This is an optimization exercise on Yosys and OpenROAD, whose aim is small area, not a production implementation.
In this exercise RTL edits were held to simulation tests only and were not proved equivalent to the original.
Power figures rest on the tool's default switching activity, not on a simulated workload.

// lcd_controller
module lcd_controller(
    input rst,
    input clk,
    input rs_in,
    input [7:0] data_in,
    input strobe_in,
    input [7:0] period_clk_ns,
    output lcd_e,
    output [3:0] lcd_nibble,
    output lcd_rs,
    output lcd_rw,
    output disable_flash,
    output reg done
    );
    localparam PH_WAIT = 2'd0, PH_WR = 2'd1, PH_STB = 2'd2, PH_LD = 2'd3;
    reg [2:0] idx;
    reg [1:0] ph;
    reg [19:0] cnt;
    reg [3:0] nib;
    wire [23:0] wcnt = {nib, cnt};
    wire ready = idx[2] & (idx[1] | idx[0]);
    wire [8:0] stab = cnt[8:0];
    wire [8:0] hold = cnt[17:9];
    wire active = stab[8] | stab[7] | stab[6] | (stab[5] & (stab[4] | stab[3]));
    wire hold_done = hold[8] | (hold[7] & hold[6] & hold[5] & hold[4]);
    wire stb = (ph == PH_STB);
    wire [9:0] lo_c;
    wire [8:0] lo_sum;
    assign lo_c[0] = 1'b0;
    genvar i;
    generate
        for (i = 0; i < 8; i = i + 1) begin : lo_fa
            assign lo_sum[i] = stab[i] ^ period_clk_ns[i] ^ lo_c[i];
            assign lo_c[i+1] = (stab[i] & period_clk_ns[i]) | (lo_c[i] & (stab[i] ^ period_clk_ns[i]));
        end
    endgenerate
    assign lo_sum[8] = stab[8] ^ lo_c[8];
    assign lo_c[9] = stab[8] & lo_c[8];
    wire [7:0] hi_add = period_clk_ns & {8{stb & active}};
    wire [11:0] hi_c;
    wire [10:0] hi_sum;
    assign hi_c[0] = lo_c[9] & ~stb;
    generate
        for (i = 0; i < 8; i = i + 1) begin : hi_fa
            assign hi_sum[i] = cnt[9+i] ^ hi_add[i] ^ hi_c[i];
            assign hi_c[i+1] = (cnt[9+i] & hi_add[i]) | (hi_c[i] & (cnt[9+i] ^ hi_add[i]));
        end
        for (i = 8; i < 11; i = i + 1) begin : hi_ha
            assign hi_sum[i] = cnt[9+i] ^ hi_c[i];
            assign hi_c[i+1] = cnt[9+i] & hi_c[i];
        end
    endgenerate
    wire stb_exit = active & hold_done;
    reg wait_done;
    always @* begin
        case (idx)
            3'd0: wait_done = (wcnt[23] & (wcnt[22] & (wcnt[21] & (wcnt[18] & (wcnt[15] & (wcnt[14] & (wcnt[13] & (wcnt[9] | (wcnt[8] & (wcnt[7] & wcnt[6]))))))))));
  ...
Size: roughly 210 cells after synthesis, roughly 30 flip-flops, roughly 29 I/O pins, roughly 2100 sq um of cells after synthesis.
export LEC_CHECK = 0
export CAP_MARGIN = 20
export CORE_MARGIN = 2
export CORE_UTILIZATION = 40
export CTS_BUF_LIST = sky130_fd_sc_hd__clkbuf_2 sky130_fd_sc_hd__clkbuf_4
export CTS_CLUSTER_DIAMETER = 100
export CTS_CLUSTER_SIZE = 40
export SLEW_MARGIN = 20
create_clock -name core_clock -period 10.0 [get_ports {clk}]
standard.sh (not shown) runs the stock make flow with config.mk's settings and CLKGATE_MAP_FILE= SYNTH_SCRIPT=/design/flow/synth_recipe.tcl, a recipe that flattens the netlist after the stock synthesis.
==> flow/flow/run.sh <==
#!/bin/bash
# Standard layout, with 1x port buffers, ABC's buffers removed, an area re-map of the
# logic after floorplanning, CTS without dummy loads, and power recovery (downsizing
# off the critical path).
set -euo pipefail
here=$(pwd)
export BUFFER_PORTS_ARGS="-buffer_cell sky130_fd_sc_hd__buf_1"
export CTS_ARGS="-sink_clustering_enable -repair_clock_nets -dont_use_dummy_load -buf_list {sky130_fd_sc_hd__clkbuf_2 sky130_fd_sc_hd__clkbuf_4} -root_buf sky130_fd_sc_hd__clkbuf_4 -sink_clustering_size 16 -sink_clustering_max_diameter 60"
bash standard.sh REMOVE_ABC_BUFFERS=1 RECOVER_POWER=100 POST_FLOORPLAN_TCL=$here/flow/restructure.tcl finish > make_finish.log 2>&1
==> flow/flow/filter_lib.py <==
#!/usr/bin/env python3
"""Write a copy of a Liberty file without the given don't-use cells (names or glob
patterns), for OpenROAD's restructure, which reads the Liberty file itself."""
import fnmatch, re, sys

src, dst = sys.argv[1], sys.argv[2]
pats = sys.argv[3:] + ["*lpflow*", "*probe*"]
text = open(src).read()
out = []
pos = 0
cell_re = re.compile(r'^\s*cell\s*\(\s*"?([\w]+)"?\s*\)\s*\{', re.M)
for m in cell_re.finditer(text):
    if m.start() < pos:
        continue
    name = m.group(1)
    if not any(fnmatch.fnmatch(name, p) for p in pats):
        continue
    # find the end of this cell group by brace matching
    depth = 0
    i = m.end() - 1
    while True:
        c = text[i]
        if c == '{':
            depth += 1
        elif c == '}':
            depth -= 1
            if depth == 0:
                break
        i += 1
    out.append(text[pos:m.start()])
    pos = i + 1
out.append(text[pos:])
open(dst, "w").write("".join(out))
==> flow/flow/restructure.tcl <==
# Area recovery: re-map the combinational logic with ABC after floorplanning.
# restructure reads the Liberty file itself, so give it a copy without the
# platform's don't-use cells.
set rmp_dir $::env(LOG_DIR)/rmp
file mkdir $rmp_dir
set rmp_lib $::env(OBJECTS_DIR)/rmp_allowed.lib
exec python3 [file join [file dirname [info script]] filter_lib.py] \
  [lindex $::env(LIB_FILES) 0] $rmp_lib {*}$::env(DONT_USE_CELLS) >& $rmp_dir/filter_lib.log
restructure -target area -liberty_file $rmp_lib \
  -tielo_port sky130_fd_sc_hd__conb_1/LO -tiehi_port sky130_fd_sc_hd__conb_1/HI \
  -work_dir $rmp_dir -abc_logfile $rmp_dir/abc.log
==> next run, changes <==
==> flow/flow/run.sh (replaced) <==
#!/bin/bash
# Standard layout, with 1x port buffers, ABC's buffers removed, an area re-map of the
# logic after floorplanning, CTS without dummy loads, and power recovery (downsizing
# off the critical path).
set -euo pipefail
here=$(pwd)
export BUFFER_PORTS_ARGS="-buffer_cell sky130_fd_sc_hd__buf_1"
export CTS_ARGS="-sink_clustering_enable -repair_clock_nets -dont_use_dummy_load -buf_list {sky130_fd_sc_hd__clkbuf_2 sky130_fd_sc_hd__clkbuf_4} -sink_clustering_size 50 -sink_clustering_max_diameter 500"
bash standard.sh REMOVE_ABC_BUFFERS=1 RECOVER_POWER=100 POST_FLOORPLAN_TCL=$here/flow/restructure.tcl finish > make_finish.log 2>&1
The changed run went through all stages and came out clean.
Non-clock buffer count is unchanged.
Fmax is unchanged.
Design area stays the same.
Worst hold slack stays the same.
Cell count stays the same.
==> next run, changes <==
==> flow/flow/run.sh (replaced) <==
#!/bin/bash
# Standard layout, with 1x port buffers, ABC's buffers removed, an area re-map of the
# logic after floorplanning, CTS without dummy loads, and power recovery (downsizing
# off the critical path).
set -euo pipefail
here=$(pwd)
export BUFFER_PORTS_ARGS="-buffer_cell sky130_fd_sc_hd__buf_1"
export CTS_ARGS="-sink_clustering_enable -repair_clock_nets -dont_use_dummy_load -buf_list {sky130_fd_sc_hd__clkbuf_2 sky130_fd_sc_hd__clkbuf_4} -sink_clustering_size 40 -sink_clustering_max_diameter 100"
bash standard.sh REMOVE_ABC_BUFFERS=1 RECOVER_POWER=100 finish > make_finish.log 2>&1
Result: Die area does not change; wire length went up by a few percent; clock skew came out higher by 0.020 ns.
==> next run, changes <==
==> flow/flow/run.sh (replaced) <==
#!/bin/bash
# Standard layout, with 1x port buffers, ABC's buffers removed, an area re-map of the
# logic after floorplanning and power recovery (downsizing off the critical path).
set -euo pipefail
here=$(pwd)
export BUFFER_PORTS_ARGS="-buffer_cell sky130_fd_sc_hd__buf_1"
bash standard.sh REMOVE_ABC_BUFFERS=1 RECOVER_POWER=100 POST_FLOORPLAN_TCL=$here/flow/restructure.tcl finish > make_finish.log 2>&1
The changed run completed with no timing, DRC or antenna violations.
Die area stays the same.
Power went down by about 27%.
Via count grows by about 16%.
Wire length came out lower by 3.2%.
Worst setup slack improves by 0.98 ns.
Worst hold slack degrades by 0.043 ns.
Combinational power shrinks by 47%.
Flip-flop and latch count does not change.

afterwards: timing with drivers on the ports:
No port has a modelled driver above. Below, the same layouts with a new extraction and two added sets of constraints. Step 1 (the two cells are an assumption about what drives the block):
set clk [get_ports {clk}]
set_driving_cell -lib_cell sky130_fd_sc_hd__clkbuf_16 $clk
set_driving_cell -lib_cell sky130_fd_sc_hd__buf_2 [delete_from_list [all_inputs] $clk]
Step 2, shift: input delay + t, output delay - t, t = (earliest + latest rising clock arrival at the registers) / 2. This alone moves slack from input paths to output paths. a / b / c = ideal / step 1 / step 2; a / b = the first two.
run | t, ns | setup slack, ns | worst setup path after step 2 | latest minus earliest clock arrival (ns) | worst data-port slew with drivers (ns)
the first run | 0.341 | 1.947 / 1.949 / 1.608 | input to register | 0.013 / 0.013 | 0.06
the second run | 0.341 | 1.947 / 1.949 / 1.608 | input to register | 0.013 / 0.013 | 0.06
the third run | 0.353 | 0.941 / 0.945 / 0.592 | input to register | 0.034 / 0.034 | 0.06
the fourth run | 0.356 | 1.920 / 1.925 / 1.569 | input to register | 0.008 / 0.008 | 0.06
After both steps setup and hold are still met in every run listed. For the fourth run, which loses most, drivers alone change the setup slack by +0.005 ns; drivers and shift together by -0.351 ns.
